Source: an optimization exercise on an open RTL-to-GDS flow (aim: small area, a short achievable clock period and few clock cycles per item). Production flows keep margins and buffers that such runs may drop. Where RTL was checked, it was by simulation tests only, not by an equivalence proof against the original. Function not checked in runs 3 and 5 to 7: the RTL went through the layout flow alone.

File: design/flow/constraint.sdc
create_clock -name core_clock -period 11.0 [get_ports {clk}]
set_input_delay 2.2000 -clock core_clock [delete_from_list [all_inputs] [get_ports {clk}]]
set_output_delay 2.2000 -clock core_clock [all_outputs]
set_load 0.01 [all_outputs]
File: design/flow/config.mk
export PLATFORM = sky130hd
export DESIGN_NAME = expression_solver
export DESIGN_NICKNAME = expression_solver
export VERILOG_FILES = /design/flow/design.v
export SDC_FILE = /design/flow/constraint.sdc
export NUM_CORES = 4
export LEC_CHECK = 0
export CAP_MARGIN = 20
export CORE_MARGIN = 2
export CORE_UTILIZATION = 60
export PLACE_DENSITY = 0.8
export SETUP_SLACK_MARGIN = 2
export SLEW_MARGIN = 20
export SYNTH_HIERARCHICAL = 1
export SYNTH_MINIMUM_KEEP_SIZE = 0
File: design/flow/standard.sh
#!/bin/bash
# synth_recipe.tcl (not shown) runs the flow's synth.tcl, then flattens the netlist and writes it again
# the make line also repeats each setting of config.mk as NAME=value (left out here)
make -C /OpenROAD-flow-scripts/flow DESIGN_CONFIG=/design/flow/config.mk WORK_HOME=/design/flow/orfs CLKGATE_MAP_FILE= SYNTH_SCRIPT=/design/flow/synth_recipe.tcl "${@:-finish}"
File: design/flow/design.v
module fa (input a, input b, input c, output s, output co);
    assign s = a ^ b ^ c;
    assign co = (a & b) | (a & c) | (b & c);
endmodule
module expression_solver
(
    input clk,
    input rst,
    input start,
    input [7:0] X,
    input [15:0] A,
    input [15:0] B,
    input [15:0] C,
    output [15:0] result,
    output zero,
    output overflow,
    output completed
);
    reg busy;          
    reg done;          
    reg [15:0] T;
    reg Z;             
    always @(posedge clk or posedge rst)
    begin
        if (rst) begin
            busy <= 1'b0;
            done <= 1'b0;
        end else begin
            if (start) busy <= 1'b1;
            done <= busy;
        end
    end
    wire [15:0] m = busy ? T : A;
    wire [7:0] x = X;
    wire [15:0] kn = ~(busy ? C : B);
    wire pp_0_0 = ~(x[0] & m[0]);
    wire pp_0_1 = ~(x[0] & m[1]);
    wire pp_0_2 = ~(x[0] & m[2]);
    wire pp_0_3 = ~(x[0] & m[3]);
    wire pp_0_4 = ~(x[0] & m[4]);
    wire pp_0_5 = ~(x[0] & m[5]);
    wire pp_0_6 = ~(x[0] & m[6]);
    wire pp_0_7 = ~(x[0] & m[7]);
    wire pp_0_8 = ~(x[0] & m[8]);
    wire pp_0_9 = ~(x[0] & m[9]);
    wire pp_0_10 = ~(x[0] & m[10]);
    wire pp_0_11 = ~(x[0] & m[11]);
    wire pp_0_12 = ~(x[0] & m[12]);
    wire pp_0_13 = ~(x[0] & m[13]);
    wire pp_0_14 = ~(x[0] & m[14]);
    wire pp_0_15 = ~(x[0] & m[15]);
    wire pp_1_0 = ~(x[1] & m[0]);
    wire pp_1_1 = ~(x[1] & m[1]);
    wire pp_1_2 = ~(x[1] & m[2]);
    wire pp_1_3 = ~(x[1] & m[3]);
    wire pp_1_4 = ~(x[1] & m[4]);
    wire pp_1_5 = ~(x[1] & m[5]);
    wire pp_1_6 = ~(x[1] & m[6]);
    wire pp_1_7 = ~(x[1] & m[7]);
    wire pp_1_8 = ~(x[1] & m[8]);
    wire pp_1_9 = ~(x[1] & m[9]);
    wire pp_1_10 = ~(x[1] & m[10]);
    wire pp_1_11 = ~(x[1] & m[11]);
    wire pp_1_12 = ~(x[1] & m[12]);
    wire pp_1_13 = ~(x[1] & m[13]);
    wire pp_1_14 = ~(x[1] & m[14]);
    wire pp_2_0 = ~(x[2] & m[0]);
    wire pp_2_1 = ~(x[2] & m[1]);
    wire pp_2_2 = ~(x[2] & m[2]);
    wire pp_2_3 = ~(x[2] & m[3]);
    wire pp_2_4 = ~(x[2] & m[4]);
    wire pp_2_5 = ~(x[2] & m[5]);
    wire pp_2_6 = ~(x[2] & m[6]);
    wire pp_2_7 = ~(x[2] & m[7]);
    wire pp_2_8 = ~(x[2] & m[8]);
    wire pp_2_9 = ~(x[2] & m[9]);
    wire pp_2_10 = ~(x[2] & m[10]);
    wire pp_2_11 = ~(x[2] & m[11]);
    wire pp_2_12 = ~(x[2] & m[12]);
    wire pp_2_13 = ~(x[2] & m[13]);
    wire pp_3_0 = ~(x[3] & m[0]);
    wire pp_3_1 = ~(x[3] & m[1]);
    wire pp_3_2 = ~(x[3] & m[2]);
    wire pp_3_3 = ~(x[3] & m[3]);
    wire pp_3_4 = ~(x[3] & m[4]);
    wire pp_3_5 = ~(x[3] & m[5]);
    wire pp_3_6 = ~(x[3] & m[6]);
    wire pp_3_7 = ~(x[3] & m[7]);
    wire pp_3_8 = ~(x[3] & m[8]);
    wire pp_3_9 = ~(x[3] & m[9]);
    wire pp_3_10 = ~(x[3] & m[10]);
    wire pp_3_11 = ~(x[3] & m[11]);
    wire pp_3_12 = ~(x[3] & m[12]);
    wire pp_4_0 = ~(x[4] & m[0]);
    wire pp_4_1 = ~(x[4] & m[1]);
    wire pp_4_2 = ~(x[4] & m[2]);
    wire pp_4_3 = ~(x[4] & m[3]);
    wire pp_4_4 = ~(x[4] & m[4]);
    wire pp_4_5 = ~(x[4] & m[5]);
    wire pp_4_6 = ~(x[4] & m[6]);
    wire pp_4_7 = ~(x[4] & m[7]);
    wire pp_4_8 = ~(x[4] & m[8]);
    wire pp_4_9 = ~(x[4] & m[9]);
    wire pp_4_10 = ~(x[4] & m[10]);
    wire pp_4_11 = ~(x[4] & m[11]);
    wire pp_5_0 = ~(x[5] & m[0]);
    wire pp_5_1 = ~(x[5] & m[1]);
    wire pp_5_2 = ~(x[5] & m[2]);
    wire pp_5_3 = ~(x[5] & m[3]);
    wire pp_5_4 = ~(x[5] & m[4]);
    wire pp_5_5 = ~(x[5] & m[5]);
    wire pp_5_6 = ~(x[5] & m[6]);
    wire pp_5_7 = ~(x[5] & m[7]);
    wire pp_5_8 = ~(x[5] & m[8]);
    wire pp_5_9 = ~(x[5] & m[9]);
    wire pp_5_10 = ~(x[5] & m[10]);
    wire pp_6_0 = ~(x[6] & m[0]);
    wire pp_6_1 = ~(x[6] & m[1]);
    wire pp_6_2 = ~(x[6] & m[2]);
    wire pp_6_3 = ~(x[6] & m[3]);
    wire pp_6_4 = ~(x[6] & m[4]);
    wire pp_6_5 = ~(x[6] & m[5]);
    wire pp_6_6 = ~(x[6] & m[6]);
    wire pp_6_7 = ~(x[6] & m[7]);
    wire pp_6_8 = ~(x[6] & m[8]);
    wire pp_6_9 = ~(x[6] & m[9]);
    wire pp_7_0 = ~(x[7] & m[0]);
    wire pp_7_1 = ~(x[7] & m[1]);
    wire pp_7_2 = ~(x[7] & m[2]);
    wire pp_7_3 = ~(x[7] & m[3]);
    wire pp_7_4 = ~(x[7] & m[4]);
    wire pp_7_5 = ~(x[7] & m[5]);
    wire pp_7_6 = ~(x[7] & m[6]);
    wire pp_7_7 = ~(x[7] & m[7]);
    wire pp_7_8 = ~(x[7] & m[8]);
    wire s1, c2;
    fa fa_s1 (pp_0_5, pp_1_4, pp_2_3, s1, c2);
    wire s3, c4;
    fa fa_s3 (pp_0_6, pp_1_5, pp_2_4, s3, c4);
    wire s5, c6;
    fa fa_s5 (pp_3_3, pp_4_2, pp_5_1, s5, c6);
    wire s7, c8;
    fa fa_s7 (pp_0_7, pp_1_6, pp_2_5, s7, c8);
    wire s9, c10;
    fa fa_s9 (pp_3_4, pp_4_3, pp_5_2, s9, c10);
    wire s11, c12;
    fa fa_s11 (pp_6_1, pp_7_0, kn[7], s11, c12);
    wire s13, c14;
    fa fa_s13 (pp_0_8, pp_1_7, pp_2_6, s13, c14);
    wire s15, c16;
    fa fa_s15 (pp_3_5, pp_4_4, pp_5_3, s15, c16);
    wire s17, c18;
    fa fa_s17 (pp_6_2, pp_7_1, kn[8], s17, c18);
    wire s19, c20;
    fa fa_s19 (pp_0_9, pp_1_8, pp_2_7, s19, c20);
    wire s21, c22;
    fa fa_s21 (pp_3_6, pp_4_5, pp_5_4, s21, c22);
    wire s23, c24;
    fa fa_s23 (pp_6_3, pp_7_2, kn[9], s23, c24);
    wire s25, c26;
    fa fa_s25 (pp_0_10, pp_1_9, pp_2_8, s25, c26);
    wire s27, c28;
    fa fa_s27 (pp_3_7, pp_4_6, pp_5_5, s27, c28);
    wire s29, c30;
    fa fa_s29 (pp_6_4, pp_7_3, kn[10], s29, c30);
    wire s31, c32;
    fa fa_s31 (pp_0_11, pp_1_10, pp_2_9, s31, c32);
    wire s33, c34;
    fa fa_s33 (pp_3_8, pp_4_7, pp_5_6, s33, c34);
    wire s35, c36;
    fa fa_s35 (pp_6_5, pp_7_4, kn[11], s35, c36);
    wire s37, c38;
    fa fa_s37 (pp_0_12, pp_1_11, pp_2_10, s37, c38);
    wire s39, c40;
    fa fa_s39 (pp_3_9, pp_4_8, pp_5_7, s39, c40);
    wire s41, c42;
    fa fa_s41 (pp_6_6, pp_7_5, kn[12], s41, c42);
    wire s43, c44;
    fa fa_s43 (pp_0_13, pp_1_12, pp_2_11, s43, c44);
    wire s45, c46;
    fa fa_s45 (pp_3_10, pp_4_9, pp_5_8, s45, c46);
    wire s47, c48;
    fa fa_s47 (pp_6_7, pp_7_6, kn[13], s47, c48);
    wire s49, c50;
    fa fa_s49 (pp_0_14, pp_1_13, pp_2_12, s49, c50);
    wire s51, c52;
    fa fa_s51 (pp_3_11, pp_4_10, pp_5_9, s51, c52);
    wire s53, c54;
    fa fa_s53 (pp_6_8, pp_7_7, kn[14], s53, c54);
    wire s55 = pp_0_15 ^ pp_1_14 ^ pp_2_13;
    wire s56 = pp_3_12 ^ pp_4_11 ^ pp_5_10;
    wire s57 = pp_6_9 ^ pp_7_8 ^ kn[15];
    wire s58, c59;
    fa fa_s58 (pp_0_3, pp_1_2, pp_2_1, s58, c59);
    wire s60, c61;
    fa fa_s60 (pp_0_4, pp_1_3, pp_2_2, s60, c61);
    wire s62, c63;
    fa fa_s62 (pp_3_1, pp_4_0, kn[4], s62, c63);
    wire s64, c65;
    fa fa_s64 (pp_3_2, pp_4_1, pp_5_0, s64, c65);
    wire h66, c67;
    fa fa_h66 (kn[5], s1, 1'b1, h66, c67);
    wire s68, c69;
    fa fa_s68 (pp_6_0, kn[6], c2, s68, c69);
    wire h70, c71;
    fa fa_h70 (s3, s5, 1'b1, h70, c71);
    wire s72, c73;
    fa fa_s72 (c4, c6, s7, s72, c73);
    wire h74, c75;
    fa fa_h74 (s9, s11, 1'b1, h74, c75);
    wire s76, c77;
    fa fa_s76 (c10, c8, s13, s76, c77);
    wire s78, c79;
    fa fa_s78 (s15, c12, s17, s78, c79);
    wire s80, c81;
    fa fa_s80 (c14, c16, s19, s80, c81);
    wire s82, c83;
    fa fa_s82 (s21, c18, s23, s82, c83);
    wire s84, c85;
    fa fa_s84 (c20, c22, s25, s84, c85);
    wire s86, c87;
    fa fa_s86 (s27, c24, s29, s86, c87);
    wire s88, c89;
    fa fa_s88 (c26, c28, s31, s88, c89);
    wire s90, c91;
    fa fa_s90 (s33, c30, s35, s90, c91);
    wire s92, c93;
    fa fa_s92 (c32, c34, s37, s92, c93);
    wire s94, c95;
    fa fa_s94 (s39, c36, s41, s94, c95);
    wire s96, c97;
    fa fa_s96 (c38, c40, s43, s96, c97);
    wire s98, c99;
    fa fa_s98 (s45, c42, s47, s98, c99);
    wire s100, c101;
    fa fa_s100 (c44, c46, s49, s100, c101);
    wire s102, c103;
    fa fa_s102 (s51, c48, s53, s102, c103);
    wire s104 = c50 ^ c52 ^ s55;
    wire s105 = s56 ^ c54 ^ s57;
    wire s106, c107;
    fa fa_s106 (pp_0_2, pp_1_1, pp_2_0, s106, c107);
    wire s108, c109;
    fa fa_s108 (pp_3_0, kn[3], s58, s108, c109);
    wire s110, c111;
    fa fa_s110 (c59, s60, s62, s110, c111);
    wire s112, c113;
    fa fa_s112 (c61, s64, c63, s112, c113);
    wire s114, c115;
    fa fa_s114 (c65, c67, s68, s114, c115);
    wire s116, c117;
    fa fa_s116 (c69, c71, s72, s116, c117);
    wire s118, c119;
    fa fa_s118 (c73, s76, c75, s118, c119);
    wire s120, c121;
    fa fa_s120 (c77, s80, c79, s120, c121);
    wire s122, c123;
    fa fa_s122 (c81, s84, c83, s122, c123);
    wire s124, c125;
    fa fa_s124 (c85, s88, c87, s124, c125);
    wire s126, c127;
    fa fa_s126 (c89, s92, c91, s126, c127);
    wire s128, c129;
    fa fa_s128 (c93, s96, c95, s128, c129);
    wire s130, c131;
    fa fa_s130 (c97, s100, c99, s130, c131);
    wire s132 = c101 ^ s104 ^ c103;
    wire s133, c134;
    fa fa_s133 (pp_0_1, pp_1_0, kn[1], s133, c134);
    wire h135, c136;
    fa fa_h135 (kn[2], s106, 1'b1, h135, c136);
    wire h137, c138;
    fa fa_h137 (c107, s108, 1'b1, h137, c138);
    wire h139, c140;
    fa fa_h139 (c109, s110, 1'b1, h139, c140);
    wire s141, c142;
    fa fa_s141 (h66, c111, s112, s141, c142);
    wire s143, c144;
    fa fa_s143 (c113, h70, s114, s143, c144);
    wire s145, c146;
    fa fa_s145 (h74, c115, s116, s145, c146);
    wire s147, c148;
    fa fa_s147 (s78, c117, s118, s147, c148);
    wire s149, c150;
    fa fa_s149 (s82, c119, s120, s149, c150);
    wire s151, c152;
    fa fa_s151 (s86, c121, s122, s151, c152);
    wire s153, c154;
    fa fa_s153 (s90, c123, s124, s153, c154);
    wire s155, c156;
    fa fa_s155 (s94, c125, s126, s155, c156);
    wire s157, c158;
    fa fa_s157 (s98, c127, s128, s157, c158);
    wire s159, c160;
    fa fa_s159 (s102, c129, s130, s159, c160);
    wire s161 = s105 ^ c131 ^ s132;
    wire [15:0] n0 = {c160, c158, c156, c154, c152, c150, c148, c146, c144, c142, c140, c138, c136, c134, s133, pp_0_0};
    wire [15:0] n1 = {s161, s159, s157, s155, s153, s151, s149, s147, s145, s143, s141, h139, h137, h135, 1'b1, kn[0]};
    wire [15:0] yn = n0 + n1 + 16'd1;
    wire [15:0] y = ~yn;
    wire [15:0] p = n0 ^ n1;
    wire [15:0] o = ~(n0 & n1);
    wire yz = ~|(p ^ {o[14:0], 1'b0});
    assign result = done ? T : y;
    assign zero = done ? Z : yz;
    always @(posedge clk)
    begin
        T <= result;
        Z <= zero;
    end
    assign completed = busy;
    assign overflow = 1'b0;
endmodule
File: design/flow/flow/run.sh
#!/bin/bash
# The standard layout, with the port buffers made from the smallest buffer
# (buf_1) instead of the delay buffer buffer_ports picks by default; the
# resizer still upsizes them where timing, slew or load ask for it.
set -euo pipefail
export BUFFER_PORTS_ARGS="-buffer_cell sky130_fd_sc_hd__buf_1"
bash standard.sh > standard_finish.log 2>&1
==> results of run 1 <==
cells in the final DEF (no fill, tap or decap), drive strengths merged, types with 2 or more instances in the layout:
cell,synthesis,final
nand2,114,114
nor2,2,2
nand2b,2,2
dfrtp,2,2
xor2,14,14
conb,2,7
clkbuf,10,7
a31o,3,3
xnor2,11,11
fa,90,90
ha,17,17
inv,7,7
a31oi,7,7
mux2i,15,15
nand4,5,5
o21ai,14,14
dfxtp,17,17
xnor3,2,2
mux2,20,20
buf,7,72
a21oi,5,5
sequential cells by signal, indices dropped and copies added (netlist names):
name and count:
Z 1, T 16, done 1, busy 1
per-module statistics from Yosys (local to each module, per instance):
module | area, µm² | flip-flops and latches | copies in the design
expression_solver | 2380 | 19 | 1
fa | 20.0 | 0 | 77
area by class of cell:
cell class | instances | area (µm²) | share of cell area
flip-flops and latches | 19 | 392 | 0.0910
repair buffers | 76 | 297 | 0.0689
inverters | 7 | 26.3 | 0.00611
multi-input cells | 341 | 3440 | 0.800
clock buffers | 3 | 41.3 | 0.00960
well taps | 77 | 96.3 | 0.0224
clock inverters | 1 | 7.51 | 0.00174
critical path, stage by stage:
cell and delay [ns]:
buf_1 0.07, mux2_2 0.34, nand2_1 0.12, fa_1 0.45
fa_1 0.45, fa_1 0.52, fa_1 0.49, ha_1 0.23
fa_1 0.48, nand4_1 0.09, or4b_2 0.63, nor4_1 0.21
a22o_1 0.19, buf_1 0.15
repair_timing:
| action | in CTS | in global routing |
|---|---|---|
| buffers inserted | 0 | 0 |
| resized for setup | 4 | 4 |
| endpoints found under the setup margin | 2 | 1 |
through the flow:
stage	std cells	util
after floorplan	384	-
after global placement	520	0.668
after detailed placement	520	0.668
after CTS	524	0.677
after global routing	524	0.678
final	524	0.678
kinds of logic (layout without fill, tap and decap cells):
logic type	after synthesis	in the layout
AO/OA/AOI/OAI	34	34
adder cells (fa/ha/maj)	107	107
XOR/XNOR	27	27
other	2	7
multiplexers	35	35
AND/OR/NAND/NOR	131	131
buffers and inverters	24	87
flip-flops	19	19
per-layer routing:
layer | up-vias | part of all wire
li1 | 1367 | -
met1 | 1496 | 0.39
met2 | 100 | 0.54
met3 | 20 | 0.037
met4 | 0 | 0.031
met5 | - | 0
final timing paths:
check,start,to,cells past startpoint
max,A[7],zero,14
min,T[2],T[2],2
max reg2reg,busy,Z,12
min reg2reg,T[2],T[2],2
max in group asynchronous,rst,busy,2
min in group asynchronous,rst,busy,2
==> impl_metrics.yaml, run 1 <==
route:
  drt_wl_total_um: 8940
  vias_per_cell: 5.69
  drc: 0
  routedWlPerCell_um: 17.1
  firstDrtPassIters: 4
  drtAntennaViolNets: 0
  dr_total_vias: 2983
  first_iter_violations: 127
yosys:
  synth_seq_cells: 19
  muxShareOfSynthArea: 0.0996
  yosys.area_share.adder: 0.514
  syn-cell-area_um2: 3920
  synth-edff-count: 0
  syn_area_per_cell_um2: 10.3
  synth_top_area_share: 0.460
  async_flop_share: 0.105
  synth_compound_area_frac: 0.0517
  yosys.area_share.simple: 0.137
  synth_warnings: 7
  synthTopCellsByCount: "nand2_1 (113), fa_1 (90), dfxtp_1 (17), ha_1 (17), mux2_2 (16)"
  ys_seq_area_frac: 0.0996
  synth_area_leader_cell: "fa_1"
  synthCells: 379
  ys_top_cells_by_area: "fa_1 (46%), nand2_1 (11%), dfxtp_1 (8.7%)"
  synth_most_common_cell: "nand2_1"
  synth_top_family_by_area: "adder cells"
  ys.flop_type: "dfxtp_1"
  synth_xor_area_frac: 0.0693
  synth_cell_types: 40
clock_network:
  clockBufferDepth: 2
  htree_levels: 1
  clk_latency_ns: 0.27
  cts_made_buffers: 3
  cts_tree: "done"
  path_clk_slew_ns: 0.08
  postCtsHoldBufs: 0
  cts_sinks: 19
  cts_root_buf: "clkbuf_8"
timing:
  fmaxAchievable_ghz: 0.113
  worst_slack_ns: 2.16
  fin_crit_ns: 8.84
  finalSetupViolations: 0
  skew_ns: 0.00576
  finalMaxSlewViolations: 0
  period_share: 0.803
  rsz0062_at_grt: "false"
  hold_viol: 0
  worst_pin_slew_ns: 0.942
  finalSetupTns_ns: 0
  relSlewSlack: 0.372
  hold_slack_ns: 0.502
job:
  drv_cap: 0
worst_setup_path:
  cp_max_fo: 8
  crit_arrival_ns: 6.64
  cp.required_ns: 8.80
  regToRegSetupSlack_ns: 5.55
  crit_path_start_kind: "input pin"
  worstSetupEndpointType: "output port"
  worstSetupPathType: "in -> out"
floorplan:
  start_util: 0.617
  die_area_um2: 7190
  row_count: 29
  die_w_um: 84.8
  core_area_um2: 6350
  io_pins: 78
  die_h_um: 84.8
cells_and_area:
  diodes: 0
  syn_to_final_growth_pct: 9.80
  n_fill_cell: 528
  final_area_um2: 4300
  layout.nets: 614
  drive_gt1_frac: 0.0872
grt:
  track_usage: 0.269
  gr-usage-met3: 0.0272
  grt.busiest_layer: "met2"
  use_met2: 0.482
  grt_start_max_net_pins: 39
  grt_pass1_wl_um: 15300
  grtUsageMet1: 0.344
  grt_pass1_vias: 3262
  antenna_found_initial: 0
  gr-total-overflow: 0
hold_path:
  min_path_type: "reg -> reg"
outcome:
  status: "timing/DRC/antenna clean"
placed_design:
  hpwl_um: 7730
  place_ws_ns: 1.86
  dpl_cell_area_um2: 4240
  io_buffers: 76
  gp_congestion: 0.856
Testbench counts, summed over its fixed seeds: cycles 2,400, items 1,200.
==> run 2: changes to the inputs <==
--- a/design/flow/config.mk
+++ b/design/flow/config.mk
@@ -9,4 +9,3 @@
 export CORE_MARGIN = 2
-export CORE_UTILIZATION = 60
-export PLACE_DENSITY = 0.8
+export CORE_UTILIZATION = 40
 export SETUP_SLACK_MARGIN = 2
==> run 2 against run 1 <==
Critical path depth unchanged. Die area increased by 47%. Still clean on timing, DRC and antenna. Critical path type unchanged. Non-clock buffer count increased by 1. First-iteration DRC count decreased by 6.3%. Global-route usage decreased by 8.1 points. Sequential cell count unchanged. Utilization decreased by 22 points. Fmax increased by 0.61%. Via count decreased by 0.97%.
==> impl_metrics.yaml, run 2 <==
outcome:
  status: "timing/DRC/antenna clean"
floorplan:
  start_util: 0.407
  die_area_um2: 10600
  die_h_um: 103
  io_pins: 78
  die_w_um: 103
  row_count: 36
  core_area_um2: 9640
worst_setup_path:
  crit_path_start_kind: "input pin"
  path_delay_family: "adder cells"
  worstSetupEndpoint: "zero"
  worstSetupEndpointType: "output port"
  cp_slowest_stage_delay_ns: 0.63
  regToRegSetupSlack_ns: 5.79
  crit_top_cell: "fa_1"
  cp_max_fo: 8
  worstSetupPathType: "in -> out"
  cp_slowest_cell: "or4b_2"
  rr_startpoint: "busy"
  crit_arrival_ns: 6.58
  crit_start: "A[6]"
  crit_buf_inv: 2
  cp.depth: 14
  path_cells: "buf_1 -> mux2_2 -> nand2_1 -> fa_1 -> fa_1 -> fa_1 -> fa_1 -> ha_1 -> fa_1 -> nand4_1 -> or4b_2 -> nor4_1 -> a22o_1 -> buf_1"
  reg2reg_depth: 13
  cp.required_ns: 8.80
  reg2reg_to: "Z"
cells_and_area:
  syn_to_final_growth_pct: 11.7
  final_cells: 581
  multiInputGateArea_um2: 3440
  top_register: "T"
  final_area_um2: 4380
  drive_gt1_frac: 0.0893
  largest_reg_flops: 16
  regArea_um2: 392
  n_fill_cell: 958
  layout.nets: 615
  layout_common_cells: "nand2_1 (113), fa_1 (90), buf_1 (69)"
  diodes: 0
  mostFrequentLayoutCell: "nand2_1"
  finish.utilization: 0.454
yosys:
  synth_area_leader_cell: "fa_1"
  synth_seq_cells: 19
  ys.flop_type: "dfxtp_1"
  synth_most_common_cell: "nand2_1"
  ys_seq_area_frac: 0.0996
  synth_warnings: 7
  synth_top_area_share: 0.460
  synthTopCellsByCount: "nand2_1 (113), fa_1 (90), dfxtp_1 (17), ha_1 (17), mux2_2 (16)"
  async_flop_share: 0.105
  synth-edff-count: 0
  synthCells: 379
  syn-cell-area_um2: 3920
  ys_top_cells_by_area: "fa_1 (46%), nand2_1 (11%), dfxtp_1 (8.7%)"
  syn_area_per_cell_um2: 10.3
  synth_cell_types: 40
timing:
  hold_slack_ns: 0.500
  finalSetupTns_ns: 0
  rsz0062_at_grt: "false"
  skew_ns: 0.00256
  period_share: 0.799
  worst_slack_ns: 2.22
  finalMaxSlewViolations: 0
  worst_pin_slew_ns: 0.832
  fin_crit_ns: 8.78
  finalSetupViolations: 0
  relSlewSlack: 0.446
  hold_viol: 0
  fmaxAchievable_ghz: 0.114
grt:
  track_usage: 0.187
  grt_pass1_wl_um: 15300
  gr-total-overflow: 0
  antenna_found_initial: 0
  grt_start_max_net_pins: 38
  grt_pass1_vias: 3154
route:
  first_iter_violations: 119
  routedWlPerCell_um: 15.5
  firstDrtPassIters: 4
  drc: 0
  vias_per_cell: 5.08
  drt_wl_total_um: 9030
  drtAntennaViolNets: 0
  dr_total_vias: 2954
clock_network:
  cts_sinks: 19
  postCtsHoldBufs: 0
  post_cts_resized: 3
  cts_made_buffers: 3
  clk_latency_ns: 0.26
  cts_root_buf: "clkbuf_8"
  htree_levels: 1
  cts_tree: "done"
  path_clk_slew_ns: 0.08
  cts_setup_buffers: 0
  clockBufferDepth: 2
placed_design:
  io_buffers: 76
  gp_congestion: 0.835
  dp_cells: 577
  place_ws_ns: 1.90
  hpwl_um: 7910
  dpl_cell_area_um2: 4320
hold_path:
  min_path_type: "reg -> reg"
job:
  drv_cap: 0
run 2: how the worst min path moves through the flow:
stage,start,to,slack (ns),cells past startpoint
after floorplan,busy,done,0.45,0
after global placement,T[1],T[1],0.47,1
after detailed placement,T[5],T[5],0.49,2
after CTS,T[5],T[5],0.51,2
after global routing,T[1],T[1],0.53,1
final,T[5],T[5],0.50,2
run 2: area by class of cell:
class | count | area share
Clock buffer | 3 | 0.00943
Timing Repair Buffer | 77 | 0.0694
Tap cell | 133 | 0.0380
Sequential cell | 19 | 0.0895
Multi-Input combinational cell | 341 | 0.787
Clock inverter | 1 | 0.00114
Inverter | 7 | 0.00600
run 2: logic make-up after synthesis:
logic type | count (synthesis) | share of synthesized area
and+or+nand+nor | 131 | 0.137
adders and majority gates | 107 | 0.514
muxes | 35 | 0.0996
AOI/OAI and AO/OA | 34 | 0.0517
xor gates and xnor gates | 27 | 0.0693
buffers and inverters | 24 | 0.0265
DFF | 19 | 0.0996
other | 2 | 0.00192
run 2: Yosys stat by module (local to each module, per instance):
module / flops+latches / copies in the design / area (µm²)
expression_solver: 19 / 1 / 2380
fa: 0 / 77 / 20.0
run 2: per-layer routing:
metal | vias to the layer above | track usage | part of all wire
met5 | - | 0 | 0
met4 | 0 | 0.0243 | 0.0087
met3 | 11 | 0.0142 | 0.043
met2 | 88 | 0.344 | 0.53
met1 | 1489 | 0.249 | 0.42
li1 | 1366 | - | -
run 2: worst min-delay path, stage by stage, from the launching register on:
cell and delay, ns:
dfxtp_1 0.33, nand2_1 0.05, o21ai_0 0.08
==> run 3: changes to the inputs <==
--- a/design/flow/design.v
+++ b/design/flow/design.v
@@ -21,3 +21,2 @@
     reg [15:0] T;
-    reg Z;             
     always @(posedge clk or posedge rst)
@@ -300,13 +299,9 @@
     wire [15:0] y = ~yn;
-    wire [15:0] p = n0 ^ n1;
-    wire [15:0] o = ~(n0 & n1);
-    wire yz = ~|(p ^ {o[14:0], 1'b0});
-    assign result = done ? T : y;
-    assign zero = done ? Z : yz;
     always @(posedge clk)
     begin
-        T <= result;
-        Z <= zero;
+        if (!done) T <= y;
     end
-    assign completed = busy;
+    assign result = T;
+    assign zero = ~|T;
+    assign completed = done;
     assign overflow = 1'b0;
--- a/design/flow/config.mk
+++ b/design/flow/config.mk
@@ -9,4 +9,4 @@
 export CORE_MARGIN = 2
-export CORE_UTILIZATION = 40
-export SETUP_SLACK_MARGIN = 2
+export CORE_UTILIZATION = 60
+export SETUP_SLACK_MARGIN = 5
 export SLEW_MARGIN = 20
==> run 3 against run 2 <==
Cell count down 13%. Global-route usage grew 7.7 points. Design area shrank 2.6%. Clock-buffer cell count did not move. Still clean on timing, DRC and antenna. Clock skew rose by 0.0011 ns.
==> impl_metrics.yaml, run 3 <==
grt:
  grt_pass1_wl_um: 13500
  grt_pass1_vias: 2762
  gr-total-overflow: 0
  track_usage: 0.264
  grt_start_max_net_pins: 36
  antenna_found_initial: 0
timing:
  worst_pin_slew_ns: 0.953
  rsz0062_at_grt: "false"
  skew_ns: 0.00370
  finalSetupTns_ns: 0
  hold_viol: 0
  worst_slack_ns: 5.10
  relSlewSlack: 0.365
  hold_slack_ns: 0.858
  period_share: 0.536
  finalMaxSlewViolations: 0
  finalSetupViolations: 0
  fmaxAchievable_ghz: 0.169
  fin_crit_ns: 5.90
worst_setup_path:
  crit_arrival_ns: 5.90
  worstSetupEndpointType: "flop"
  rr_startpoint: "busy"
  cp_max_fo: 5
  path_cells: "buf_1 -> mux2_4 -> nand2_2 -> fa_1 -> fa_1 -> fa_1 -> fa_1 -> ha_4 -> a22oi_2 -> nand2_1 -> a211oi_2 -> nor2_2 -> a31o_2 -> a21oi_2 -> xor2_1"
  reg2reg_depth: 14
  crit_top_cell: "fa_1"
  cp_slowest_stage_delay_ns: 0.57
  regToRegSetupSlack_ns: 6.02
  worstSetupPathType: "in -> reg"
  reg2reg_to: "T[13]"
  cp.required_ns: 11.00
  cp_slowest_cell: "fa_1"
  crit_path_start_kind: "input pin"
floorplan:
  die_w_um: 82.7
  io_pins: 78
  row_count: 28
  start_util: 0.625
  die_area_um2: 6850
  core_area_um2: 5960
  die_h_um: 82.7
yosys:
  synth_warnings: 7
  synthCells: 356
  synth_cell_types: 40
  synth_most_common_cell: "nand2_1"
  synth_seq_cells: 18
  ys_seq_area_frac: 0.143
  syn-cell-area_um2: 3720
  synth_top_area_share: 0.414
  ys_top_cells_by_area: "fa_1 (41%), edfxtp_1 (13%), nand2_1 (10%)"
  async_flop_share: 0.111
  ys.flop_type: "edfxtp_1"
  synth_area_leader_cell: "fa_1"
  synth-edff-count: 16
  synthTopCellsByCount: "nand2_1 (103), fa_1 (77), xnor2_1 (17), edfxtp_1 (16), ha_1 (15)"
  syn_area_per_cell_um2: 10.4
clock_network:
  clk_latency_ns: 0.25
  cts_tree: "done"
  cts_sinks: 18
  path_clk_slew_ns: 0.07
  cts_made_buffers: 3
  postCtsHoldBufs: 0
  htree_levels: 1
  cts_root_buf: "clkbuf_8"
  clockBufferDepth: 2
placed_design:
  place_ws_ns: 4.25
  dpl_cell_area_um2: 4060
  gp_congestion: 0.901
  io_buffers: 76
  hpwl_um: 6980
cells_and_area:
  final_area_um2: 4260
  diodes: 0
  layout_common_cells: "nand2_1 (98), fa_1 (74), buf_1 (68)"
  largest_reg_flops: 16
  drive_gt1_frac: 0.135
  regArea_um2: 532
  top_register: "T"
  n_fill_cell: 482
  syn_to_final_growth_pct: 14.6
  layout.nets: 583
  reg_top3: "T x16, busy x1, done x1"
  mostFrequentLayoutCell: "nand2_1"
  multiInputGateArea_um2: 3240
route:
  first_iter_violations: 139
  routedWlPerCell_um: 16.6
  vias_per_cell: 5.60
  dr_total_vias: 2835
  drt_wl_total_um: 8410
  drtAntennaViolNets: 0
  firstDrtPassIters: 4
  drc: 0
hold_path:
  whs_path_depth: 1
  min_from: "done"
  min_path_type: "reg -> reg"
  hold_end: "T[10]"
job:
  drv_cap: 0
outcome:
  status: "timing/DRC/antenna clean"
==> run 3: logic make-up after synthesis <==
logic type / synth area share
compound gates: 0.0518
xor+xnor: 0.0703
fa+ha+maj: 0.465
buf+inv: 0.0252
flops: 0.143
mux: 0.0942
other cells: 0.00202
simple gates: 0.149
==> run 3: critical path, delay by kind of cell <==
kind            cells  cell delay [ns]
buf+inv             1             0.07
compound gates      4             0.70
fa+ha+maj           5             2.25
mux                 1             0.31
simple gates        3             0.28
xor+xnor            1             0.09
==> run 3: metal layers <==
layer	part of all wire	GRT usage
met3	0.032	0.0239
met5	0	0
met2	0.54	0.481
met4	0.014	0.0295
met1	0.41	0.355
==> run 3: how the worst max path moves through the flow <==
stage	endpoint	start	slack (ns)
after global placement	T[13]	X[1]	4.44
after CTS	T[13]	A[5]	5.04
after floorplan	T[13]	X[1]	5.02
final	T[13]	A[6]	5.10
after global routing	T[13]	A[6]	4.96
after detailed placement	T[13]	X[1]	4.25
==> run 3: cell type report <==
cell class                      instances  share of cell area
Multi-Input combinational cell        323               0.759
Timing Repair Buffer                   80              0.0781
Inverter                                6             0.00528
Clock inverter                          1            0.000881
Tap cell                               75              0.0220
Clock buffer                            3             0.00969
Sequential cell                        18               0.125
==> run 3: repair_timing <==
action / in CTS / in global routing
pin swaps: 0 / 11
buffers inserted: 0 / 4
resized for setup: 20 / 20
hold endpoints to repair: 0 / 0
endpoints found under the setup margin: 7 / 4
==> run 3: per-module statistics from Yosys, one instance, submodules excluded <==
module | flip-flops and latches | cells inside | times used | area (µm²)
fa | 0 | 1 | 77 | 20.0
expression_solver | 18 | 279 | 1 | 2180
==> run 3: metrics by stage <==
step / utilization / std cells
after detailed placement: 0.682 / 498
after global routing: 0.716 / 506
after global placement: 0.682 / 498
final: 0.716 / 506
after CTS: 0.698 / 502
after floorplan: - / 361
==> run 4: changes to the inputs <==
--- a/design/flow/design.v
+++ b/design/flow/design.v
@@ -21,2 +21,3 @@
     reg [15:0] T;
+    reg Z;             
     always @(posedge clk or posedge rst)
@@ -299,9 +300,13 @@
     wire [15:0] y = ~yn;
+    wire [15:0] p = n0 ^ n1;
+    wire [15:0] o = ~(n0 & n1);
+    wire yz = ~|(p ^ {o[14:0], 1'b0});
+    assign result = done ? T : y;
+    assign zero = done ? Z : yz;
     always @(posedge clk)
     begin
-        if (!done) T <= y;
+        T <= result;
+        Z <= zero;
     end
-    assign result = T;
-    assign zero = ~|T;
-    assign completed = done;
+    assign completed = busy;
     assign overflow = 1'b0;
==> design/flow/flow/run.sh (replaced) <==
#!/bin/bash
# The standard layout, with two changes:
# - the port buffers are made from the smallest buffer (buf_1) instead of the
#   delay buffer buffer_ports picks by default; the resizer still upsizes
#   them where timing, slew or load ask for it;
# - clock tree synthesis does not add dummy loads.
set -euo pipefail
export BUFFER_PORTS_ARGS="-buffer_cell sky130_fd_sc_hd__buf_1"
export CTS_ARGS="-sink_clustering_enable -repair_clock_nets -dont_use_dummy_load"
bash standard.sh > standard_finish.log 2>&1
--- a/design/flow/config.mk
+++ b/design/flow/config.mk
@@ -9,4 +9,4 @@
 export CORE_MARGIN = 2
-export CORE_UTILIZATION = 60
-export SETUP_SLACK_MARGIN = 5
+export CORE_UTILIZATION = 40
+export SETUP_SLACK_MARGIN = 2
 export SLEW_MARGIN = 20
==> run 4 against run 3 <==
Design area is 2.6% higher. Synthesized cell count is 6.5% higher. Clock-buffer cell count stayed put. Non-clock buffer count is 3 lower. Hold slack worse by 0.36 ns. Cell count is 15% higher. Highest routed layer unchanged. Critical path type is now in -> out. Fmax is 33% lower. First-iteration DRC count is 5.8% higher. Area after synthesis is 5.3% higher.
==> impl_metrics.yaml, run 4 <==
outcome:
  status: "timing/DRC/antenna clean"
timing:
  hold_viol: 0
  hold_slack_ns: 0.498
  fmaxAchievable_ghz: 0.114
  finalSetupTns_ns: 0
  worst_slack_ns: 2.21
  rsz0062_at_grt: "false"
  worst_pin_slew_ns: 0.836
  relSlewSlack: 0.443
  period_share: 0.799
  fin_crit_ns: 8.79
  finalMaxSlewViolations: 0
  finalSetupViolations: 0
  skew_ns: 0.00924
floorplan:
  core_area_um2: 9640
  die_w_um: 103
  start_util: 0.407
  die_h_um: 103
  row_count: 36
  io_pins: 78
  die_area_um2: 10600
cells_and_area:
  drive_gt1_frac: 0.0872
  layout_common_cells: "nand2_1 (113), fa_1 (90), buf_1 (69)"
  top_register: "T"
  mostFrequentLayoutCell: "nand2_1"
  largest_reg_flops: 16
  regArea_um2: 392
  syn_to_final_growth_pct: 11.6
  n_fill_cell: 958
  final_area_um2: 4370
  diodes: 0
  finish.utilization: 0.454
  multiInputGateArea_um2: 3440
  final_cells: 580
  layout.nets: 615
route:
  routedWlPerCell_um: 15.6
  dr_total_vias: 2940
  vias_per_cell: 5.07
  drt-met1-wl_um: 3800
  drtAntennaViolNets: 0
  drt_wl_total_um: 9030
  dr_wl_met2_um: 4810
  first_iter_violations: 147
  firstDrtPassIters: 4
  wl_met3_um: 347
  drc: 0
  top_layer_used: "met4"
hold_path:
  min_from: "T[5]"
  min_path_type: "reg -> reg"
yosys:
  synth_top_area_share: 0.460
  syn_area_per_cell_um2: 10.3
  synthTopCellsByCount: "nand2_1 (113), fa_1 (90), dfxtp_1 (17), ha_1 (17), mux2_2 (16)"
  synth_most_common_cell: "nand2_1"
  synth_seq_cells: 19
  ys_seq_area_frac: 0.0996
  synth_area_leader_cell: "fa_1"
  synth_cell_types: 40
  synthCells: 379
  async_flop_share: 0.105
  synth-edff-count: 0
  syn-cell-area_um2: 3920
  synth_warnings: 7
  ys.flop_type: "dfxtp_1"
  ys_top_cells_by_area: "fa_1 (46%), nand2_1 (11%), dfxtp_1 (8.7%)"
worst_setup_path:
  crit_arrival_ns: 6.59
  crit_start: "A[6]"
  crit_path_start_kind: "input pin"
  cp.required_ns: 8.80
  cp_slowest_stage_delay_ns: 0.63
  path_delay_family: "adder cells"
  rr_startpoint: "busy"
  worstSetupPathType: "in -> out"
  cp_max_fo: 8
  crit_buf_inv: 2
  path_cells: "buf_1 -> mux2_2 -> nand2_1 -> fa_1 -> fa_1 -> fa_1 -> fa_1 -> ha_1 -> fa_1 -> nand4_1 -> or4b_2 -> nor4_1 -> a22o_1 -> buf_1"
  cp_slowest_cell: "or4b_2"
  crit_top_cell: "fa_1"
  worstSetupEndpointType: "output port"
clock_network:
  cts_made_buffers: 3
  cts_sinks: 19
  path_clk_slew_ns: 0.07
  clk_latency_ns: 0.26
  postCtsHoldBufs: 0
  cts_tree: "done"
  htree_levels: 1
  cts_root_buf: "clkbuf_8"
  clockBufferDepth: 2
grt:
  track_usage: 0.187
  antenna_found_initial: 0
  gr-total-overflow: 0
  grt_pass1_vias: 3154
  grt_start_max_net_pins: 38
  grt_pass1_wl_um: 15300
placed_design:
  place_ws_ns: 1.90
  io_buffers: 76
  dp_cells: 577
  gp_congestion: 0.835
  dpl_cell_area_um2: 4320
  hpwl_um: 7910
job:
  drv_cap: 0
## run 4: tightest hold or removal path, cell delays in order, from the launching register on
cell	delay [ns]
dfxtp_1	0.33
nand2_1	0.05
o21ai_0	0.08
## run 4: cell families after synthesis
kind of cell | count (synthesis) | share of synthesized area
buf+inv | 24 | 0.0265
other cells | 2 | 0.00192
fa+ha+maj | 107 | 0.514
simple gates | 131 | 0.137
compound gates | 34 | 0.0517
xor+xnor | 27 | 0.0693
mux | 35 | 0.0996
flops | 19 | 0.0996
## run 4: path summary, 6_finish.rpt
| kind | to | cells after the start | slack [ns] |
|---|---|---|---|
| worst max-delay path | zero | 14 | 2.21 |
| worst min-delay path | T[5] | 2 | 0.50 |
| worst max register to register | Z | 13 | 5.79 |
| worst min register to register | T[5] | 2 | 0.50 |
| max in group asynchronous | busy | 2 | 9.14 |
| min in group asynchronous | done | 2 | 1.74 |
## run 4: layer usage
metal,track usage,vias up
li1,-,1364
met3,0.0142,11
met4,0.0243,0
met2,0.344,81
met1,0.249,1484
met5,0,-
## run 4: Yosys stat by module (local to each module, per instance)
module,area [µm²],flip-flops and latches
fa,20.0,0
expression_solver,2380,19
## run 4: layout make-up
| cell class | count | share of cell area |
|---|---|---|
| tap | 133 | 0.0381 |
| sequential | 19 | 0.0896 |
| clock buffer | 3 | 0.00944 |
| timing repair buffer | 77 | 0.0695 |
| multi-input combinational | 341 | 0.787 |
| inverter | 7 | 0.00601 |
## run 4: repair_timing
action,4_1_cts,5_1_grt
pin swaps,0,0
endpoints found under the setup margin,2,5
cloned,0,0
gates resized for setup,3,5
endpoints found under the hold margin,0,0
setup buffers,0,0
Testbench counts of run 4, summed over its fixed seeds: cycles 2,400, items 1,200.
==> run 5: changes to the inputs <==
--- a/design/flow/design.v
+++ b/design/flow/design.v
@@ -4,2 +4,6 @@
 endmodule
+module ha (input a, input b, output s, output c);
+    assign s = a ^ b;
+    assign c = a & b;
+endmodule
 module expression_solver
@@ -298,7 +302,31 @@
     wire [15:0] n1 = {s161, s159, s157, s155, s153, s151, s149, s147, s145, s143, s141, h139, h137, h135, 1'b1, kn[0]};
-    wire [15:0] yn = n0 + n1 + 16'd1;
-    wire [15:0] y = ~yn;
-    wire [15:0] p = n0 ^ n1;
-    wire [15:0] o = ~(n0 & n1);
-    wire yz = ~|(p ^ {o[14:0], 1'b0});
+    wire [15:0] p, g;
+    ha ha_0 (n0[0], n1[0], p[0], g[0]);
+    ha ha_1 (n0[1], n1[1], p[1], g[1]);
+    ha ha_2 (n0[2], n1[2], p[2], g[2]);
+    ha ha_3 (n0[3], n1[3], p[3], g[3]);
+    ha ha_4 (n0[4], n1[4], p[4], g[4]);
+    ha ha_5 (n0[5], n1[5], p[5], g[5]);
+    ha ha_6 (n0[6], n1[6], p[6], g[6]);
+    ha ha_7 (n0[7], n1[7], p[7], g[7]);
+    ha ha_8 (n0[8], n1[8], p[8], g[8]);
+    ha ha_9 (n0[9], n1[9], p[9], g[9]);
+    ha ha_10 (n0[10], n1[10], p[10], g[10]);
+    ha ha_11 (n0[11], n1[11], p[11], g[11]);
+    ha ha_12 (n0[12], n1[12], p[12], g[12]);
+    ha ha_13 (n0[13], n1[13], p[13], g[13]);
+    ha ha_14 (n0[14], n1[14], p[14], g[14]);
+    ha ha_15 (n0[15], n1[15], p[15], g[15]);
+    wire [15:0] G0 = {g[15:1], g[0] | p[0]};
+    wire [15:0] P0 = {p[15:1], 1'b0};
+    wire [15:0] G1 = {G0[15:1] | (P0[15:1] & G0[14:0]), G0[0:0]};
+    wire [15:0] P1 = {P0[15:1] & P0[14:0], P0[0:0]};
+    wire [15:0] G2 = {G1[15:2] | (P1[15:2] & G1[13:0]), G1[1:0]};
+    wire [15:0] P2 = {P1[15:2] & P1[13:0], P1[1:0]};
+    wire [15:0] G3 = {G2[15:4] | (P2[15:4] & G2[11:0]), G2[3:0]};
+    wire [15:0] P3 = {P2[15:4] & P2[11:0], P2[3:0]};
+    wire [15:0] G4 = {G3[15:8] | (P3[15:8] & G3[7:0]), G3[7:0]};
+    wire [15:0] P4 = {P3[15:8] & P3[7:0], P3[7:0]};
+    wire [15:0] y = p ^ ~{G4[14:0], 1'b1};
+    wire yz = ~p[0] & (&(p[15:1] ^ g[14:0]));
     assign result = done ? T : y;
==> design/flow/flow/run.sh (replaced) <==
#!/bin/bash
# The standard layout, with the port buffers made from the smallest buffer
# (buf_1) instead of the delay buffer buffer_ports picks by default; the
# resizer still upsizes them where timing, slew or load ask for it.
set -euo pipefail
export BUFFER_PORTS_ARGS="-buffer_cell sky130_fd_sc_hd__buf_1"
bash standard.sh > standard_finish.log 2>&1
==> run 5 against run 4 <==
Highest routed layer unchanged. Still clean. Non-clock buffer count stayed put. Utilization is 0.078 points higher. Sequential cell count stayed put. Via count increased by 7.3%.
==> impl_metrics.yaml, run 5 <==
cells_and_area:
  final_cells: 607
  multiInputGateArea_um2: 3460
  syn_to_final_growth_pct: 11.5
  largest_reg_flops: 16
  regArea_um2: 392
  n_fill_cell: 994
  drive_gt1_frac: 0.0823
  finish.utilization: 0.454
  mostFrequentLayoutCell: "nand2_1"
  diodes: 0
  layout_common_cells: "nand2_1 (126), fa_1 (77), buf_1 (69)"
  layout.nets: 641
  top_register: "T"
floorplan:
  die_h_um: 103
  io_pins: 78
  core_area_um2: 9640
  die_w_um: 103
  die_area_um2: 10600
  start_util: 0.408
  row_count: 36
timing:
  relSlewSlack: 0.363
  fmaxAchievable_ghz: 0.114
  finalSetupTns_ns: 0
  skew_ns: 0.00575
  worst_slack_ns: 2.23
  fin_crit_ns: 8.77
  rsz0062_at_grt: "false"
  period_share: 0.797
  finalMaxSlewViolations: 0
  hold_viol: 0
  finalSetupViolations: 0
  worst_pin_slew_ns: 0.956
job:
  drv_cap: 0
outcome:
  status: "timing/DRC/antenna clean"
route:
  vias_per_cell: 5.20
  first_iter_violations: 102
  drc: 0
  firstDrtPassIters: 4
  dr_total_vias: 3154
  drt_wl_total_um: 9460
  routedWlPerCell_um: 15.6
  drtAntennaViolNets: 0
yosys:
  synth_most_common_cell: "nand2_1"
  ys.flop_type: "dfxtp_1"
  syn_area_per_cell_um2: 9.70
  synth_warnings: 7
  synth_cell_types: 44
  ys_seq_area_frac: 0.0994
  synth_top_area_share: 0.392
  synth_area_leader_cell: "fa_1"
  synth-edff-count: 0
  ys_top_cells_by_area: "fa_1 (39%), nand2_1 (12%), ha_1 (9.6%)"
  async_flop_share: 0.105
  synthCells: 405
  synthTopCellsByCount: "nand2_1 (126), fa_1 (77), ha_1 (30), xnor2_1 (18)"
  synth_seq_cells: 19
  syn-cell-area_um2: 3930
placed_design:
  dp_cells: 603
  io_buffers: 76
  place_ws_ns: 1.82
  gp_congestion: 0.851
  hpwl_um: 8270
hold_path:
  min_path_type: "reg -> reg"
clock_network:
  clk_latency_ns: 0.27
  cts_root_buf: "clkbuf_8"
  cts_tree: "done"
  clockBufferDepth: 2
  path_clk_slew_ns: 0.08
  cts_setup_buffers: 0
  cts_made_buffers: 3
  htree_levels: 1
  cts_sinks: 19
grt:
  gr-total-overflow: 0
  track_usage: 0.193
  antenna_found_initial: 0
  grt_start_max_net_pins: 36
  grt_pass1_vias: 3276
  grt_pass1_wl_um: 15800
worst_setup_path:
  worstSetupPathType: "in -> out"
  cp.required_ns: 8.80
  cp_max_fo: 8
  crit_path_start_kind: "input pin"
  worstSetupEndpointType: "output port"
  crit_arrival_ns: 6.57
==> run 5: stage by stage <==
stage	hold WS [ns]	cell area [µm²]
after floorplan	0.430	3950
after global placement	0.475	4310
after detailed placement	0.478	4310
after CTS	0.500	4370
after global routing	0.528	4380
final	0.499	4380
==> run 5: worst max-delay path, stage by stage <==
cell and delay, ns:
buf_1 0.07, mux2_2 0.34, nand2_1 0.12, fa_1 0.44, fa_1 0.44, fa_1 0.48, fa_1 0.49, ha_2 0.30
ha_1 0.19, nor2_1 0.14, o21ai_1 0.11, a311oi_2 0.34, a21oi_2 0.14, or4_1 0.48, nand3_1 0.11, buf_1 0.16
==> run 5: metal layers <==
layer | track usage | part of all wire | up-vias
met5 | 0 | 0 | -
met4 | 0.0648 | 0.030 | 0
met3 | 0.0176 | 0.036 | 20
met2 | 0.333 | 0.50 | 81
met1 | 0.255 | 0.43 | 1576
li1 | - | - | 1477
==> run 5: worst paths after layout <==
kind / from / end / slack [ns] / depth (start not counted)
worst min-delay path: T[10] / T[10] / 0.50 / 2
worst max-delay path: A[4] / result[15] / 2.23 / 16
worst max register to register: busy / T[15] / 5.85 / 13
min in group asynchronous: rst / done / 1.74 / 2
worst min register to register: T[10] / T[10] / 0.50 / 2
max in group asynchronous: rst / busy / 9.14 / 2
==> run 5: area by class of cell <==
class,count,share of cell area
Multi-Input combinational cell,371,0.790
Clock buffer,3,0.00943
Timing Repair Buffer,77,0.0688
Sequential cell,19,0.0894
Clock inverter,1,0.00171
Inverter,3,0.00257
Tap cell,133,0.0380
==> run 5: Yosys stat by module (local to each module, per instance) <==
module | flops+latches | times used | cells inside | cell area [µm²]
expression_solver | 19 | 1 | 312 | 2190
ha | 0 | 16 | 1 | 12.5
fa | 0 | 77 | 1 | 20.0
==> run 5: repair_timing <==
item,in CTS,in global routing
gates resized for setup,4,5
hold buffers,0,0
setup endpoints to repair,1,1
pin swaps,0,1
==> run 5: cell families (layout without fill, tap and decap cells) <==
logic type | Yosys count | in the layout | share of synthesized area
buffers and inverters | 21 | 84 | 0.0277
other | 2 | 8 | 0.00191
DFF | 19 | 19 | 0.0994
and+or+nand+nor | 160 | 160 | 0.168
adders and majority gates | 107 | 107 | 0.488
muxes | 34 | 34 | 0.0930
xor gates and xnor gates | 25 | 25 | 0.0557
AOI/OAI and AO/OA | 37 | 37 | 0.0669
==> run 6: changes to the inputs <==
--- a/design/flow/config.mk
+++ b/design/flow/config.mk
@@ -10,3 +10,3 @@
 export CORE_UTILIZATION = 40
-export SETUP_SLACK_MARGIN = 2
+export SETUP_SLACK_MARGIN = 2.5
 export SLEW_MARGIN = 20
==> run 6 against run 5 <==
Worst setup slack improved by 0.32 ns. Design area increased by 9.0%. Cell count increased by 1.8%. Clock skew increased by 0.00078 ns. Die area unchanged. Highest routed layer unchanged. Critical path depth unchanged.
==> impl_metrics.yaml, run 6 <==
placed_design:
  gp_congestion: 0.820
  place_ws_ns: 1.91
  io_buffers: 76
  hpwl_um: 8240
grt:
  antenna_found_initial: 0
  gr-total-overflow: 0
  track_usage: 0.190
  grt_pass1_vias: 3193
  grt_start_max_net_pins: 36
  grt_pass1_wl_um: 15500
worst_setup_path:
  crit_arrival_ns: 6.25
  worstSetupPathType: "in -> out"
  cp_max_fo: 7
  crit_path_start_kind: "input pin"
  cp.required_ns: 8.80
  worstSetupEndpointType: "output port"
cells_and_area:
  largest_reg_flops: 16
  drive_gt1_frac: 0.200
  layout.nets: 652
  syn_to_final_growth_pct: 21.5
  diodes: 0
  layout_common_cells: "nand2_1 (118), fa_1 (68), buf_1 (64)"
  mostFrequentLayoutCell: "nand2_1"
  n_fill_cell: 939
  top_register: "T"
yosys:
  synth_warnings: 7
  ys_seq_area_frac: 0.0994
  synth-edff-count: 0
  ys_top_cells_by_area: "fa_1 (39%), nand2_1 (12%), ha_1 (9.6%)"
  synthTopCellsByCount: "nand2_1 (126), fa_1 (77), ha_1 (30), xnor2_1 (18)"
  synthCells: 405
  ys.flop_type: "dfxtp_1"
  synth_most_common_cell: "nand2_1"
  syn-cell-area_um2: 3930
  syn_area_per_cell_um2: 9.70
  synth_area_leader_cell: "fa_1"
  async_flop_share: 0.105
  synth_cell_types: 44
  synth_seq_cells: 19
  synth_top_area_share: 0.392
floorplan:
  die_h_um: 103
  core_area_um2: 9640
  row_count: 36
  io_pins: 78
  die_area_um2: 10600
  start_util: 0.408
  die_w_um: 103
route:
  top_layer_used: "met4"
  dr_total_vias: 3211
  first_iter_violations: 145
  drt-met1-wl_um: 4230
  routedWlPerCell_um: 16.1
  drc: 0
  dr_wl_met2_um: 5170
  wl_met3_um: 383
  vias_per_cell: 5.20
  firstDrtPassIters: 5
  drt_wl_total_um: 9930
  drtAntennaViolNets: 0
clock_network:
  cts_root_buf: "clkbuf_8"
  postCtsHoldBufs: 0
  clockBufferDepth: 2
  htree_levels: 1
  path_clk_slew_ns: 0.07
  cts_made_buffers: 3
  cts_tree: "done"
  cts_sinks: 19
  clk_latency_ns: 0.26
hold_path:
  min_path_type: "reg -> reg"
timing:
  finalSetupViolations: 0
  hold_viol: 0
  fmaxAchievable_ghz: 0.118
  worst_pin_slew_ns: 1.02
  relSlewSlack: 0.319
  rsz0062_at_grt: "true"
  finalSetupTns_ns: 0
  worst_slack_ns: 2.55
  finalMaxSlewViolations: 0
  skew_ns: 0.00653
  period_share: 0.769
  fin_crit_ns: 8.45
job:
  drv_cap: 0
outcome:
  status: "timing/DRC/antenna clean"
## run 6: cell counts after synthesis
Identical to the previous run, type by type.
## run 6: worst paths after layout
check | startpoint | endpoint | slack [ns] | cells after the start
min in group asynchronous | rst | done | 1.75 | 2
min reg2reg | Z | Z | 0.46 | 2
max reg2reg | busy | T[12] | 5.84 | 16
max in group asynchronous | rst | busy | 9.13 | 2
min | Z | Z | 0.46 | 2
max | A[8] | result[15] | 2.55 | 16
## run 6: final cells by class
type,instances,area (µm²),area share
clock buffer,4,45.0,0.00944
inverter,3,11.3,0.00236
tap,133,166,0.0349
timing repair buffer,88,403,0.0844
multi-input combinational,371,3760,0.787
sequential,19,392,0.0820
## run 6: cells by family after synthesis
logic type,count (synthesis),share of synthesized area
adder cells (fa/ha/maj),107,0.488
flip-flops,19,0.0994
AND/OR/NAND/NOR,160,0.168
other,2,0.00191
AO/OA/AOI/OAI,37,0.0669
multiplexers,34,0.0930
buffers and inverters,21,0.0277
XOR/XNOR,25,0.0557
## run 6: per-module statistics from Yosys (local to each module, per instance)
module / copies in the design / cell area, µm² / cells / flops+latches
expression_solver: 1 / 2190 / 312 / 19
fa: 77 / 20.0 / 1 / 0
ha: 16 / 12.5 / 1 / 0
## run 6: timing repair
| action | 4_1_cts | 5_1_grt |
|---|---|---|
| buffers inserted | 6 | 5 |
| endpoints found under the setup margin | 9 | 7 |
| resized for setup | 32 | 51 |
| endpoints found under the hold margin | 0 | 0 |
| pin swaps | 12 | 32 |
## run 6: routing by layer
| metal | vias up | track usage |
|---|---|---|
| met5 | - | 0 |
| met4 | 0 | 0.0294 |
| met3 | 12 | 0.0176 |
| met2 | 96 | 0.345 |
| met1 | 1602 | 0.252 |
| li1 | 1501 | - |
## run 6: critical path, cell delays in order
cell,delay [ns]
buf_1,0.07
mux2_4,0.32
nand2_2,0.09
fa_1,0.41
fa_1,0.52
fa_1,0.44
fa_1,0.54
ha_4,0.22
ha_4,0.16
nor2_4,0.10
o21ai_2,0.07
a311oi_2,0.35
a21oi_2,0.11
or4_4,0.43
nand3_2,0.10
buf_6,0.10
## run 6: metrics by stage
step / hold slack (ns) / cell area (µm²) / utilization / instances
finish: 0.461 / 4770 / 0.495 / 618
global route: 0.504 / 4770 / 0.495 / 618
CTS: 0.490 / 4530 / 0.470 / 613
detailed placement: 0.481 / 4320 / 0.448 / 603
global placement: 0.475 / 4320 / 0.448 / 603
floorplan: 0.430 / 3970 / - / 411
==> run 7: changes to the inputs <==
--- a/design/flow/config.mk
+++ b/design/flow/config.mk
@@ -10,3 +10,3 @@
 export CORE_UTILIZATION = 40
-export SETUP_SLACK_MARGIN = 2.5
+export SETUP_SLACK_MARGIN = 3
 export SLEW_MARGIN = 20
==> run 7 against run 6 <==
Hold slack better by 0.023 ns. First-iteration DRC count fell by 18%. Critical path depth unchanged. Wire length rose by 1.5%. Synthesized cell count unchanged. Area after synthesis unchanged. Global-route usage rose by 0.86 points. Register-to-register slack better by 0.11 ns.
==> impl_metrics.yaml, run 7 <==
yosys:
  ys.flop_type: "dfxtp_1"
  synth_top_family_by_area: "adder cells"
  synth_top_area_share: 0.392
  synth_area_leader_cell: "fa_1"
  synth_xor_area_frac: 0.0557
  ys_seq_area_frac: 0.0994
  async_flop_share: 0.105
  synth_seq_cells: 19
  synthTopCellsByCount: "nand2_1 (126), fa_1 (77), ha_1 (30), xnor2_1 (18)"
  yosys.area_share.simple: 0.168
  synth_most_common_cell: "nand2_1"
  syn-cell-area_um2: 3930
  syn_area_per_cell_um2: 9.70
  muxShareOfSynthArea: 0.0930
  synth_cell_types: 44
  synth_warnings: 7
  synth-edff-count: 0
  ys_top_cells_by_area: "fa_1 (39%), nand2_1 (12%), ha_1 (9.6%)"
  synth_compound_area_frac: 0.0669
  synthCells: 405
  yosys.area_share.adder: 0.488
floorplan:
  core_area_um2: 9640
  start_util: 0.408
  die_area_um2: 10600
  die_w_um: 103
  die_h_um: 103
  io_pins: 78
  row_count: 36
placed_design:
  io_buffers: 76
  hpwl_um: 8250
  dp_cells: 603
  dpl_cell_area_um2: 4400
  gp_congestion: 0.832
worst_setup_path:
  worstSetupPathType: "in -> out"
  crit_arrival_ns: 6.19
  worstSetupEndpointType: "output port"
  cp_slowest_stage_delay_ns: 0.56
  cp_slowest_cell: "fa_2"
  cp.required_ns: 8.80
  cp_max_fo: 6
  path_cells: "buf_1 -> mux2_4 -> nand2_1 -> fa_1 -> fa_1 -> fa_2 -> fa_1 -> ha_4 -> ha_4 -> nor2_4 -> o21ai_2 -> a311oi_2 -> a21oi_2 -> or4_4 -> nand3_2 -> buf_6"
  crit_path_start_kind: "input pin"
  crit_top_cell: "fa_1"
cells_and_area:
  layout.nets: 661
  largest_reg_flops: 16
  top_register: "T"
  diodes: 0
  drive_gt1_frac: 0.245
  regArea_um2: 392
  finish.utilization: 0.509
  n_fill_cell: 948
  layout_common_cells: "nand2_1 (118), fa_1 (67), buf_1 (59)"
  final_area_um2: 4910
  final_cells: 627
  multiInputGateArea_um2: 3810
  syn_to_final_growth_pct: 25.0
  mostFrequentLayoutCell: "nand2_1"
route:
  dr_total_vias: 3286
  drtAntennaViolNets: 0
  vias_per_cell: 5.24
  drt_wl_total_um: 10100
  first_iter_violations: 119
  firstDrtPassIters: 4
  drc: 0
  routedWlPerCell_um: 16.1
timing:
  hold_viol: 0
  finalMaxSlewViolations: 0
  period_share: 0.763
  finalSetupViolations: 0
  skew_ns: 0.00904
  worst_pin_slew_ns: 0.548
  fin_crit_ns: 8.39
  finalSetupTns_ns: 0
  fmaxAchievable_ghz: 0.119
  rsz0062_at_grt: "true"
  relSlewSlack: 0.635
clock_network:
  clockBufferDepth: 2
  cts_sinks: 19
  cts_made_buffers: 3
  clk_latency_ns: 0.26
  cts_tree: "done"
  htree_levels: 1
  cts_root_buf: "clkbuf_8"
  path_clk_slew_ns: 0.08
grt:
  grt_pass1_vias: 3404
  grt.busiest_layer: "met2"
  grt_pass1_wl_um: 16400
  track_usage: 0.199
  grtUsageMet1: 0.257
  use_met2: 0.367
  antenna_found_initial: 0
  gr-usage-met3: 0.0197
  gr-total-overflow: 0
  grt_start_max_net_pins: 36
outcome:
  status: "timing/DRC/antenna clean"
hold_path:
  min_path_type: "reg -> reg"
job:
  drv_cap: 0
[run 7: what timing repair did]
action | CTS | global route
buffers inserted | 14 | 5
pin swaps | 20 | 24
endpoints found under the hold margin | 0 | 0
setup endpoints to repair | 13 | 11
gates resized for setup | 50 | 40
hold buffers | 0 | 0
[run 7: layout make-up]
type                    instances  share of cell area
multi-input cells             371               0.775
inverters                       3             0.00229
flip-flops and latches         19              0.0797
well taps                     133              0.0339
clock buffers                   4             0.00917
repair buffers                 97              0.0996
[run 7: logic make-up after synthesis]
family | after synthesis
simple gates | 160
fa+ha+maj | 107
compound gates | 37
mux | 34
xor+xnor | 25
buf+inv | 21
flops | 19
other cells | 2
[run 7: critical path: cells and delay by family]
family | cells | cell delay (ns)
adders and majority gates | 6 | 2.27
and+or+nand+nor | 4 | 0.73
AOI/OAI and AO/OA | 3 | 0.50
muxes | 1 | 0.32
buffers and inverters | 2 | 0.17
[run 7: per-stage QoR]
step	setup slack (ns)	hold WS, ns
floorplan	2.71	0.430
global placement	2.07	0.468
detailed placement	1.98	0.483
CTS	2.51	0.502
global route	2.47	0.490
finish	2.61	0.484
[run 7: per-layer routing]
layer,part of all wire,vias to the layer above
met3,0.041,10
li1,-,1523
met1,0.41,1656
met4,0.014,0
met2,0.53,97
met5,0,-
[run 7: Yosys stat by module (local to each module, per instance)]
module             area (µm²)  cells inside
expression_solver        2190           312
ha                       12.5             1
fa                       20.0             1
[run 7: path summary, 6_finish.rpt]
check | depth (start not counted) | startpoint | end | slack, ns
min reg2reg | 2 | Z | Z | 0.48
min in group asynchronous | 2 | rst | done | 1.75
min | 2 | Z | Z | 0.48
max reg2reg | 13 | busy | T[15] | 5.95
max | 16 | A[5] | result[15] | 2.61
max in group asynchronous | 2 | rst | busy | 9.13

==> separate check: timing with driven ports <==
The results above use ideal ports. As a check the final layouts listed here were re-extracted and re-timed, cells and wires unchanged. Step 1, drivers: a clkbuf_16 drives clk and a buf_2 each remaining input, both assumed. Step 2 also shifts input and output timing later by t, the mid clock arrival at the registers, as if the neighbouring blocks saw the same clock. a / b / c = ideal / step 1 / step 2; a / b = the first two.
run | t, ns | slack for setup (ns) | hold slack, ns | clock arrival spread, ns
run 1 | 0.289 | 2.163 / 2.140 / 2.140 | 0.502 / 0.502 / 0.502 | 0.006 / 0.005
run 2 | 0.284 | 2.216 / 2.194 / 2.194 | 0.500 / 0.500 / 0.500 | 0.003 / 0.002
run 3 | 0.269 | 5.099 / 5.098 / 4.829 | 0.858 / 0.858 / 0.858 | 0.004 / 0.004
run 4 | 0.280 | 2.210 / 2.188 / 2.188 | 0.498 / 0.498 / 0.498 | 0.009 / 0.009
run 5 | 0.294 | 2.229 / 2.209 / 2.209 | 0.499 / 0.499 / 0.499 | 0.005 / 0.006
run 6 | 0.283 | 2.546 / 2.527 / 2.527 | 0.461 / 0.461 / 0.461 | 0.007 / 0.007
run 7 | 0.281 | 2.608 / 2.584 / 2.584 | 0.484 / 0.484 / 0.484 | 0.009 / 0.009
After both steps every run listed still meets setup and hold. The setup slack of run 3, which loses most, moves by -0.001 ns with the drivers and by -0.270 ns with both steps.
